Background: an optimization exercise with open tools, aiming at small area and a short achievable clock period. Do not read the settings as production practice. Function was checked by simulation only, so behaviour that the tests miss may differ from the original. Power figures rest on the tool's default switching activity, not on a simulated workload. The flow treats the clock pin as an ideal source, which a real chip does not have.

## lagoon
// fifo_queue
module fifo_queue #(
    parameter int FIFO_DATA_WIDTH = 16,
    parameter int FIFO_DEPTH = 128
)(
    input wire clk,
    input wire clk_en,
    input wire sync_rst,
    input wire wr_en,
    input wire [FIFO_DATA_WIDTH-1:0] data_in,
    input wire rd_en,
    output reg [FIFO_DATA_WIDTH-1:0] data_out,
    output reg full,
    output reg empty
);
Size: roughly 3800 cells after synthesis, about 2100 flip-flops, ~75000 um2 of cells after synthesis.
clock: 6.5 ns
lec_check: 0
cap_margin: 40
core_margin: 2
core_utilization: 55
setup_slack_margin: 3.7
slew_margin: 30
run.sh (not shown) runs the stock make flow with config.mk's settings and CLKGATE_MAP_FILE= SYNTH_SCRIPT=/design/flow/synth_recipe.tcl, a recipe that flattens the netlist after the stock synthesis.
> inputs changed (lagoon -> pepper)
Settings: CORE_UTILIZATION: 55 -> 70; CTS_CLUSTER_SIZE: unset -> 30; CTS_CLUSTER_DIAMETER: unset -> 100.
Notes after the runs:
- Violation count after the first detailed-route iteration was higher in pepper than in lagoon.
- Taking pepper as 1.0, lagoon lands at 1.06 on routed wire length.
- Against lagoon, pepper reports a clock slew at the register clock pins of the worst setup and hold paths that is higher.
- Delta (pepper minus lagoon): post-cts resize count decreased by about 44% relative to the old numbers, die area down 30000 um2.
- Taking lagoon as the reference, in pepper highest clock rate rose by 3.6%; height of the chip fell by about 11%.

Setup of juniper:
fifo_queue, a different RTL version from the one above (not shown whole).
Size: ~39 I/O pins, ~76,000 sq um of cells after synthesis.
// fifo_queue
module fifo_queue #(
    parameter int FIFO_DATA_WIDTH = 16,
    parameter int FIFO_DEPTH = 128
)(
    input wire clk,
    input wire clk_en,
    input wire sync_rst,
    input wire wr_en,
    input wire [FIFO_DATA_WIDTH-1:0] data_in,
    input wire rd_en,
    output reg [FIFO_DATA_WIDTH-1:0] data_out,
    output reg full,
    output reg empty
);
clock: 6.5 ns
lec_check: 0
cap_margin: 40
core_margin: 2
core_utilization: 78
cts_cluster_diameter: 80
cts_cluster_size: 25
setup_slack_margin: 4.0
slew_margin: 30
standard.sh (not shown) runs the stock make flow with config.mk's settings and CLKGATE_MAP_FILE= SYNTH_SCRIPT=/design/flow/synth_recipe.tcl, a recipe that flattens the netlist after the stock synthesis.
==> flow/flow/run.sh <==
#!/bin/bash
set -euo pipefail
# synthesis exactly as the standard flow runs it
bash standard.sh synth > synth.log 2>&1
export BUFFER_PORTS_ARGS="-buffer_cell sky130_fd_sc_hd__buf_4"
export CTS_ARGS="-sink_clustering_enable -repair_clock_nets -sink_clustering_size 25 -sink_clustering_max_diameter 80 -dont_use_dummy_load"
bash standard.sh finish > layout.log 2>&1
juniper: done, clean on timing, DRC and antenna
The inputs of tundra differ from those of juniper as listed below.
Settings: changing CTS_CLUSTER_SIZE from 25 to 30; changing CORE_UTILIZATION from 78 to 70; changing CTS_CLUSTER_DIAMETER from 80 to 100.
-- flow/flow/run.sh --
<<< juniper, line 6
export CTS_ARGS="-sink_clustering_enable -repair_clock_nets -sink_clustering_size 25 -sink_clustering_max_diameter 80 -dont_use_dummy_load"
>>> tundra, line 6
export CTS_ARGS="-sink_clustering_enable -repair_clock_nets -sink_clustering_size 30 -sink_clustering_max_diameter 100 -dont_use_dummy_load"
[summary]
- Comparing tundra with juniper, the number of top-level design ports came out essentially unchanged.
- In the flow results for juniper and tundra, the via density per instance is larger on juniper.
- Compared with juniper, placement density in the core of tundra is lower.
- juniper reports its start point of the critical path as head_hi[15] while tundra reports head_hi[7].
- Clock-buffer cell count (higher): juniper
Input-level comparison between sierra and tundra:
Settings: a change of CTS_CLUSTER_DIAMETER from 100 to 80; a change of CTS_CLUSTER_SIZE from 30 to 25; a change of SETUP_SLACK_MARGIN from 4.0 to 3.9.
-- flow/flow/run.sh --
<<< tundra, line 6
export CTS_ARGS="-sink_clustering_enable -repair_clock_nets -sink_clustering_size 30 -sink_clustering_max_diameter 100 -dont_use_dummy_load"
>>> sierra, line 6
export CTS_ARGS="-sink_clustering_enable -repair_clock_nets -sink_clustering_size 25 -sink_clustering_max_diameter 80 -dont_use_dummy_load"
[summary]
Combinational share of power: sierra vs tundra down 0.2 points. No run among tundra and sierra stopped early or left any final violation; all are clean. Diff tundra -> sierra: non-filler instance count after layout has remained practically unchanged, post-placement cell area barely changed. The more densely filled core belongs to sierra, not tundra. A termination of the worst setup path of out_hold_n[3] is what tundra shows, while data_out[1] belongs to sierra. There was hardly any difference in number of instances in the synthesized netlist between tundra and sierra. Of tundra and sierra, the run reporting the higher highest cell delay on the worst timing path was sierra.
Setup changes, sierra to fjord
Settings: SETUP_SLACK_MARGIN changed from 3.9 to 4.0.
Notes after the runs:
- In the final design statistics, fjord uses more standard cells in total than sierra.
- A critical path's slowest cell of sky130_fd_sc_hd__dfxtp_4 is what fjord shows, while sky130_fd_sc_hd__buf_4 belongs to sierra.
- sierra → fjord: final design utilization picked up an extra 0.45 points; footprint of the multi-input gates picked up an extra 0.36%; complex-gate fraction of the synthesized area neither gained nor lost much; net total in the final layout picked up an extra about 0.7%.
- Diff sierra -> fjord: critical path depth in cells went down; post-cts sizing count increased 49; total routed wirelength saw an increase.
- Worst hold slack after final layout: sierra and fjord compared, higher one is sierra

The RTL this note starts from:
==> flow/design.v <==
`default_nettype none
module fifo_queue #(
    parameter int FIFO_DATA_WIDTH = 16,
    parameter int FIFO_DEPTH = 128
)(
    input wire clk,
    input wire clk_en,
    input wire sync_rst,
    input wire wr_en,
    input wire [FIFO_DATA_WIDTH-1:0] data_in,
    input wire rd_en,
    output reg [FIFO_DATA_WIDTH-1:0] data_out,
    output reg full,
    output reg empty
);
localparam int CHAIN = FIFO_DEPTH + 1;
localparam int LO = 8;
localparam int HI = (CHAIN + LO - 1) / LO;
wire wr_go = clk_en & wr_en & ~full;
wire rd_go = clk_en & rd_en & ~empty;
reg pending;
reg [FIFO_DATA_WIDTH-1:0] stage;
reg [FIFO_DATA_WIDTH-1:0] mem [FIFO_DEPTH];
always_ff @(posedge clk) begin : update_stage
    pending <= wr_go & ~sync_rst;
    if (wr_go) stage <= data_in;
end
always_ff @(posedge clk) begin : update_storage
    if (pending) begin
        mem[0] <= stage;
        for (int i = 1; i < FIFO_DEPTH; i++) mem[i] <= mem[i-1];
    end
end
reg [LO-1:0] head_lo;
reg [HI-1:0] head_hi;
logic [FIFO_DATA_WIDTH-1:0] head_data;
always_comb begin : read_mux
    logic [FIFO_DATA_WIDTH-1:0] grp;
    logic [FIFO_DATA_WIDTH-1:0] ent;
    head_data = '0;
    for (int l = 0; l < LO; l++) begin
        grp = '0;
        for (int h = 0; h < HI; h++) begin
            if (h * LO + l < CHAIN) begin
                ent = (h * LO + l == 0) ? stage : mem[h * LO + l - 1];
                grp = grp | ({FIFO_DATA_WIDTH{head_hi[h]}} & ent);
            end
        end
        head_data = head_data | ({FIFO_DATA_WIDTH{head_lo[l]}} & grp);
    end
end
reg [FIFO_DATA_WIDTH-1:0] out_hold_n;
always_ff @(posedge clk) begin : read_head
    if (rd_go) out_hold_n <= ~head_data;
    data_out <= rd_go ? head_data : ~out_hold_n;
end
wire [LO-1:0] lo_inc = {head_lo[LO-2:0], head_lo[LO-1]};
wire [LO-1:0] lo_dec = {head_lo[0], head_lo[LO-1:1]};
wire [HI-1:0] hi_inc = head_lo[LO-1] ? {head_hi[HI-2:0], head_hi[HI-1]} : head_hi;
wire [HI-1:0] hi_dec = head_lo[0] ? {head_hi[0], head_hi[HI-1:1]} : head_hi;
wire idx_0 = head_lo[0] & head_hi[0];
wire idx_1 = head_lo[1] & head_hi[0];
wire idx_126 = head_lo[6] & head_hi[15];
wire idx_127 = head_lo[7] & head_hi[15];
wire count_is_1 = pending ? idx_0 : idx_1;
wire count_is_127 = pending ? idx_126 : idx_127;
wire [LO-1:0] lo_if_rd = pending ? head_lo : lo_dec;
wire [LO-1:0] lo_if_nrd = pending ? lo_inc : head_lo;
wire [HI-1:0] hi_if_rd = pending ? head_hi : hi_dec;
wire [HI-1:0] hi_if_nrd = pending ? hi_inc : head_hi;
always_ff @(posedge clk) begin : update_index
    if (sync_rst) begin
        head_lo <= LO'(1);
        head_hi <= HI'(1);
    end else begin
        head_lo <= rd_go ? lo_if_rd : lo_if_nrd;
        head_hi <= rd_go ? hi_if_rd : hi_if_nrd;
    end
end
always_ff @(posedge clk) begin : update_flags
    if (sync_rst) begin
        empty <= 1'b1;
        full <= 1'b0;
    end else begin
        empty <= ~wr_go & (empty | (rd_go & count_is_1));
        full <= ~rd_go & (full | (wr_go & count_is_127));
    end
end
endmodule
`default_nettype wire
Settings: LEC_CHECK=0, CAP_MARGIN=40, CORE_MARGIN=2, CORE_UTILIZATION=70, CTS_CLUSTER_DIAMETER=80, CTS_CLUSTER_SIZE=25, SETUP_SLACK_MARGIN=4.0, SLEW_MARGIN=30; clock period 6.5 ns.
==> flow/flow/run.sh <==
#!/bin/bash
set -euo pipefail
# synthesis exactly as the standard flow runs it
bash standard.sh synth > synth.log 2>&1
export BUFFER_PORTS_ARGS="-buffer_cell sky130_fd_sc_hd__buf_4"
export CTS_ARGS="-sink_clustering_enable -repair_clock_nets -sink_clustering_size 25 -sink_clustering_max_diameter 80 -dont_use_dummy_load"
bash standard.sh finish > layout.log 2>&1
Then changed:
==> flow/run.sh (new file) <==
#!/bin/bash
# synth_recipe.tcl (not shown) runs the flow's synth.tcl, then flattens the netlist and writes it again
# the make line also repeats each setting of config.mk as NAME=value (left out here)
make -C /OpenROAD-flow-scripts/flow DESIGN_CONFIG=/design/flow/config.mk WORK_HOME=/design/flow/orfs CLKGATE_MAP_FILE= SYNTH_SCRIPT=/design/flow/synth_recipe.tcl finish
removed: flow/flow/run.sh
removed: flow/standard.sh
Outcome:
- die area does not change
- sequential cell count stays the same
- setup slack got worse by 190 ps
- combinational power stays flat
- routed wire length hardly moves
- worst hold slack gets worse by 5.0 ps
- register-to-register slack got worse by 220 ps

[what the ideal ports hide]
The results above use ideal ports. As a check the final layouts listed here were re-extracted and re-timed, cells and wires unchanged.
Step 1, drivers: a clkbuf_16 drives clk and a buf_2 each remaining input, both assumed.
Step 2 moves the port delays by t, midway between the first and last clock arrival at a register: inputs arrive t later, outputs are due t later. That takes back most of the time a late clock gives input paths.
Three values: no drivers, after step 1, after step 2; two values: the first two.
| run | shift t [ns] | setup WS [ns] | worst data-port slew with drivers (ns) |
|---|---|---|---|
| lagoon | 0.888 | 3.581 / 3.502 / 2.898 | 0.05 |
| pepper | 0.760 | 3.683 / 3.687 / 2.969 | 0.06 |
| juniper | 0.774 | 3.959 / 3.908 / 3.269 | 0.13 |
| tundra | 0.774 | 3.947 / 3.907 / 3.335 | 0.05 |
| sierra | 0.778 | 3.902 / 3.884 / 3.161 | 0.05 |
| fjord | 0.776 | 3.984 / 3.914 / 3.295 | 0.05 |
| the first run of note 3 | 0.782 | 3.973 / 3.924 / 3.233 | 0.09 |
| the second run of note 3 | 0.786 | 3.782 / 3.782 / 3.221 | 0.06 |
After both steps every run listed still meets setup and hold. The setup slack of sierra, which loses most, moves by -0.018 ns with the drivers and by -0.741 ns with both steps.
